Background: an optimization exercise with open tools, aiming at small area and a short achievable clock period. Do not read the settings as production practice.
Function was not checked in any run shown here: the RTL went through the layout flow alone.

==> flow/design.v, too long to show whole: its modules and the start of the top module <==
// module Float8Mac16_3stage: 1225 lines
module Float8Mac16_3stage #(
    parameter int unsigned N_WAY  = 16,
    parameter int unsigned PADBIT = 10
)(
    input  logic               clk,
    input  logic               rst_n,
    input  logic [8*N_WAY-1:0] din_X,
    input  logic [8*N_WAY-1:0] din_W,
    input  logic               din_valid,
    output logic [15:0]        dout,
    output logic               dout_valid
);
  // ...
==> flow/run.sh <==
#!/bin/bash
# synth_recipe.tcl (not shown) runs the flow's synth.tcl, then flattens the netlist and writes it again
# the make line also repeats each setting of config.mk as NAME=value (left out here)
make -C /OpenROAD-flow-scripts/flow DESIGN_CONFIG=/design/flow/config.mk WORK_HOME=/design/flow/orfs CLKGATE_MAP_FILE= SYNTH_SCRIPT=/design/flow/synth_recipe.tcl finish
==> flow/config.mk <==
export PLATFORM = sky130hd
export DESIGN_NAME = Float8Mac16_3stage
export DESIGN_NICKNAME = Float8Mac16_3stage
export VERILOG_FILES = /design/flow/design.v
export SDC_FILE = /design/flow/constraint.sdc
export NUM_CORES = 4
export LEC_CHECK = 0
export CAP_MARGIN = 20
export CORE_MARGIN = 2
export CORE_UTILIZATION = 40
export PLACE_DENSITY = 0.6
export SLEW_MARGIN = 20
==> flow/constraint.sdc <==
create_clock -name core_clock -period 44.0 [get_ports {clk}]
set_input_delay 8.8000 -clock core_clock [delete_from_list [all_inputs] [get_ports {clk}]]
set_output_delay 8.8000 -clock core_clock [all_outputs]
set_load 0.01 [all_outputs]
==> impl_metrics.py, run 1 <==
metrics = {
    "setup_path": {
        "r2r-start": "xq[124]",
        "worst_ep_arrival_time_ns": 12.40,
        "r2r_setup_slack_ns": 32.22,
        "path_class": "flip-flop to flip-flop",
        "max_stage_delay_ns": 1.00,
        "worst_path_most_repeated_cell": "inv_1",
    },
    "timing": {
        "setup_ws_ns": 32.22,
        "period_minus_slack_ns": 11.78,
        "whs_ns": 0.318,
    },
    "layout": {
        "multi_input_cells": 4736,
        "seq_cells": 560,
        "signal_buffers": 328,
        "fillers": 12900,
        "multiInputGateArea_sq_um": 38700,
    },
    "worst_hold_path": {
        "holdPathEnd": "mc[3]",
    },
    "synth": {
        "synth_compound_area_frac": 0.170,
        "synthArstFlopShare": 0.00714,
    },
    "global_route": {
        "grt_pass1_vias": 44000,
        "gr-total-overflow": 0,
    },
    "place": {
        "place_inst": 7948,
    },
    "outcome": {
        "outcome": "complete, no violations",
    },
    "clocking": {
        "clock_latency_ns": 0.71,
        "cts_buffer_depth": 3,
        "cts_buffers": 71,
    },
    "drt": {
        "via_per_inst": 5.59,
    },
}
==> run 2: changes to the inputs <==
--- a/flow/design.v
+++ b/flow/design.v
@@ -61,47 +61,46 @@
         logic [N_WAY-1:0] cand;
         cand = '1;
         for (int b = 5; b >= 0; b = b - 1) begin
             mx[b] = 1'b0;
             for (int k = 0; k < N_WAY; k = k + 1) mx[b] = mx[b] | (cand[k] & ga[k][b]);
             for (int k = 0; k < N_WAY; k = k + 1) cand[k] = cand[k] & (ga[k][b] | ~mx[b]);
         end
     end
-    logic [6:0] cm;
-    assign cm = 7'd24 - {1'b0, mx};
-    logic [6:0] ta [N_WAY-1:0];
-    always_comb for (int i = 0; i < N_WAY; i = i + 1) ta[i] = {2'b0, ea[i]} + cm;
+    logic [6:0] cma;
+    assign cma = 7'd24 - {1'b0, mx};
     logic [4:0] na, na_m;
     always_comb begin
         na = 5'd0;
         for (int k = 0; k < N_WAY; k = k + 1) na = na + {4'd0, sa[k]};
         na_m = -na;
     end
     logic [7:0] pb [N_WAY-1:0];
-    logic [4:0] tb [N_WAY-1:0];
+    logic [4:0] eb [N_WAY-1:0];
     logic [4:0] nneg, nneg_m;
-    logic [N_WAY-1:0] kb, sb;
+    logic [6:0] cm;
+    logic [N_WAY-1:0] sb;
     logic [5:0] mb;
     always_ff @(posedge clk) begin
         for (int i = 0; i < N_WAY; i = i + 1) begin
             pb[i] <= pa[i];
-            tb[i] <= ta[i][4:0];
-            kb[i] <= ta[i][6];
+            eb[i] <= ea[i];
         end
         sb <= sa;
         mb <= mx;
+        cm <= cma;
         nneg   <= na;
         nneg_m <= na_m;
     end
     logic [17:0] r [N_WAY-1:0];
     generate
         for (K = 0; K < N_WAY; K = K + 1) begin : gen_align
-            wire [4:0]  t  = tb[K];
-            wire [7:0]  q  = kb[K] ? 8'd0 : pb[K];
+            wire [6:0]  t  = {2'b0, eb[K]} + cm;
+            wire [7:0]  q  = t[6] ? 8'd0 : pb[K];
             wire [8:0]  s0 = t[0] ? {q, 1'b0}   : {1'b0, q};
             wire [10:0] s1 = t[1] ? {s0, 2'b0}  : {2'b0, s0};
             wire [14:0] s2 = t[2] ? {s1, 4'b0}  : {4'b0, s1};
             wire [22:0] s3 = t[3] ? {s2, 8'b0}  : {8'b0, s2};
             wire [38:0] s4 = t[4] ? {s3, 16'b0} : {16'b0, s3};
             assign r[K] = s4[24:7] ^ {18{sb[K]}};
         end
     endgenerate
@@ -1194,28 +1193,31 @@
     assign tss541 = tsc458 ^ tss501 ^ tsc500;
     assign tsc542 = (tsc458 & tss501) | (tsc500 & (tsc458 ^ tss501));
     assign tss543 = tsc462 ^ tss503 ^ tsc502;
     assign tsc544 = (tsc462 & tss503) | (tsc502 & (tsc462 ^ tss503));
     assign tss545 = nneg_m[2] ^ tsc464 ^ tsc504;
     assign tsc546 = (nneg_m[2] & tsc464) | (tsc504 & (nneg_m[2] ^ tsc464));
     wire [22:0] ua = {nneg_m[4], nneg_m[3], tss545, tss543, tss541, tss539, tss537, tss535, tss533, tss531, tss529, tss527, tss525, tss523, tss521, tss519, tss517, tss515, tss513, tss511, tss509, tss507, tss465};
     wire [22:0] va = {1'b0, tsc546, tsc544, tsc542, tsc540, tsc538, tsc536, tsc534, tsc532, tsc530, tsc528, tsc526, tsc524, tsc522, tsc520, tsc518, tsc516, tsc514, tsc512, tsc510, tsc508, tsc506, tss505};
-    logic [22:0] sum_c;
+    logic [22:0] uc, vc;
     logic [5:0]  mc;
     always_ff @(posedge clk) begin
-        sum_c <= ua + va;
-        mc    <= mb;
+        uc <= ua;
+        vc <= va;
+        mc <= mb;
     end
+    logic [22:0] sum_c;
     logic        sgn;
     logic [21:0] mag, nrm;
     logic [4:0]  lead;
     logic [14:0] em;
     logic [15:0] res;
     always_comb begin
+        sum_c = uc + vc;
         sgn  = sum_c[22];
         mag  = sgn ? -sum_c[21:0] : sum_c[21:0];
         lead = 5'd0;
         for (int i = 0; i < 22; i = i + 1)
             if (mag[i]) lead = i[4:0];
         nrm  = mag << (5'd21 - lead);
         em   = {({2'b0, mc} + 8'd90 + {3'b0, lead}), nrm[20:14]}
              + {14'd0, nrm[13] & ((|nrm[12:0]) | nrm[14])};
==> impl_metrics.py, run 2 <==
metrics = {
    "place": {
        "pre_cts_slack_ns": 34.36,
        "portBuffers": 275,
        "dp_hpwl_mm": 145,
        "place_area_sq_um": 58100,
        "gp_congestion": 1.03,
    },
    "timing": {
        "timing_hold_violations_final": 0,
        "period_share": 0.235,
        "rsz0062_at_grt": "false",
        "relSlewSlack": 0.192,
        "period_minus_slack_ns": 10.34,
        "setup_tns_ns": 0,
        "setup_ws_ns": 33.66,
        "drv_slew": 0,
        "finClkSkew_ns": 0.0405,
        "finalSetupViolCount": 0,
        "whs_ns": 0.331,
        "fmax_mhz": 96.7,
        "tightest_slew_ns": 1.18,
    },
    "drt": {
        "routedWlPerCell_um": 21.2,
        "routed-via-count": 45600,
        "drt_iter0_drc": 3852,
        "first_pass_iters": 8,
        "via_per_inst": 5.53,
        "drc_errors": 0,
        "finalWirelength_mm": 175,
        "postRouteAntennaNets": 0,
    },
    "global_route": {
        "antenna_found_initial": 4,
        "grt_first_pass_wirelength_mm": 265,
        "grt_pass1_vias": 44400,
        "use_met2": 0.404,
        "grt_max_degree": 28,
        "grtUsageTotal": 0.250,
        "grtUsageMet3": 0.0394,
        "grt_use_met1": 0.325,
        "grt_busiest_layer": "met2",
        "gr-total-overflow": 0,
    },
    "layout": {
        "drive_gt1_frac": 0.0462,
        "reg_top3": "pb x128, wq x128, xq x128",
        "final_common_cell": "dfxtp_1",
        "fillers": 13000,
        "utilization": 0.454,
        "area_delta_synth_final_pct": 12.2,
        "num-nets-final": 7547,
        "final_cell_mix": "564 x dfxtp_1, 561 x nand2_1, 551 x nor2_1",
        "final_cell_area_sq_um": 60700,
    },
    "synth": {
        "ys_seq_elements": 572,
        "yosysSeqAreaShare": 0.212,
        "ys_top_cells_by_area": "dfxtp_1 21%, fa_1 15%, ha_1 10%",
        "ys.flop_type": "dfxtp_1",
        "yosysTopAreaCell": "dfxtp_1",
        "syn_area_sq_um": 54100,
        "synth_edf_count": 0,
        "synth_warnings": 7,
        "synthCells": 6341,
        "synth_most_common_cell": "dfxtp_1",
        "synth.distinct_cells": 109,
        "syn_nets": 7455,
        "synth.top_cell.area_share": 0.210,
        "syn_area_per_cell_sq_um": 8.53,
        "yosys-top-cells-count": "568 x dfxtp_1, 561 x nand2_1, 551 x nor2_1",
        "synthArstFlopShare": 0.00699,
    },
    "floorplanning": {
        "die_h_um": 372,
        "die_area_sq_um": 138000,
        "initial_utilization": 0.404,
        "io_pins": 276,
        "rows": 134,
        "core_sq_um": 134000,
        "die_w_um": 372,
    },
    "worst_hold_path": {
        "hold_class": "flip-flop to flip-flop",
    },
    "setup_path": {
        "start_kind": "flip-flop",
        "max_stage_delay_ns": 0.54,
        "worst_ep_arrival_time_ns": 1.54,
        "worstPathCellList": "clkdlybuf4s50_1",
        "cp_max_fo": 1,
        "path_class": "flip-flop to primary output",
        "slowest_stage": "clkdlybuf4s50_1",
        "end_kind": "primary output",
        "worstPathBufferInverterCount": 1,
        "cp.required_ns": 35.20,
        "crit_family": "buffers and inverters",
    },
    "clocking": {
        "cts_sinks": 572,
        "cts_buffers": 70,
        "cts-hold-fix-buffers": 0,
        "cts_tree": "done",
        "post_cts_resized": 0,
        "postCtsSetupBuffers": 0,
        "clk_pin_slew_worst_paths_ns": 0.06,
        "ctsRootBufferMaster": "clkbuf_16",
        "cts_buffer_depth": 3,
        "clock_latency_ns": 0.70,
        "cts_max_level": 3,
    },
    "outcome": {
        "outcome": "complete, no violations",
    },
    "job": {
        "cap_viol_max_count": 0,
    },
}
==> run 2: through the flow <==
stage          instances
2_1_floorplan       6341
3_3_place_gp        8129
3_5_place_dp        8129
4_1_cts             8256
5_1_grt             8257
6_report            8257
==> run 2: kinds of logic (layout without fill, tap and decap cells) <==
logic type	count (synthesis)	in the layout	synth area share
AO/OA/AOI/OAI	1369	1369	0.159
XOR/XNOR	608	608	0.101
adder cells (fa/ha/maj)	855	855	0.255
buffers and inverters	782	929	0.0553
flip-flops	572	572	0.212
multiplexers	212	212	0.0449
other	0	1	0
AND/OR/NAND/NOR	1943	1943	0.173
==> run 2: per-layer routing <==
metal  vias up  part of all wire
li1      22000                 -
met1     21900              0.44
met2      1441              0.46
met3       337             0.057
met4         6             0.052
met5         -           0.00022
==> run 2: final timing paths <==
path	endpoint	from	slack, ns	depth (start not counted)
worst max register to register	cm[6]	wq[92]	34.31	31
worst min-delay path	uc[21]	nneg_m[3]	0.33	0
worst max-delay path	dout_valid	vld[3]	33.66	1
min in group asynchronous	vld[1]	rst_n	8.30	1
worst min register to register	uc[21]	nneg_m[3]	0.33	0
max in group asynchronous	vld[2]	rst_n	35.54	1
==> run 2: layout make-up <==
cell class,instances,area (sq um),share of cell area
antenna,1,2.50,0.0000412
clock buffer,86,1910,0.0315
clock inverter,41,549,0.00905
inverter,506,1900,0.0313
multi-input combinational,4987,39700,0.655
sequential,572,11500,0.189
tap,1768,2210,0.0365
timing repair buffer,296,2910,0.0480

port drivers added, routing unchanged:
The flow's constraints put no driver on any port. The routed layouts listed below were extracted and timed again, unchanged, in two steps.
Step 1 assumes that a clkbuf_16 drives the clock port and a buf_2 every other input.
Step 2 times the ports against the registers' clock, not the clock port: input delays grow and output delays shrink by t, the midpoint of the rising clock arrivals with the driver on.
Three values: ideal, step 1, step 2; two values: the first two.
| run | t, ns | setup WS [ns] | pins driven straight from the clock port |
|---|---|---|---|
| run 1 | 0.762 | 32.220 / 32.220 / 32.220 | 1 |
| run 2 | 0.760 | 33.659 / 33.580 / 34.308 | 1 |
After both steps every run listed still meets setup and hold.
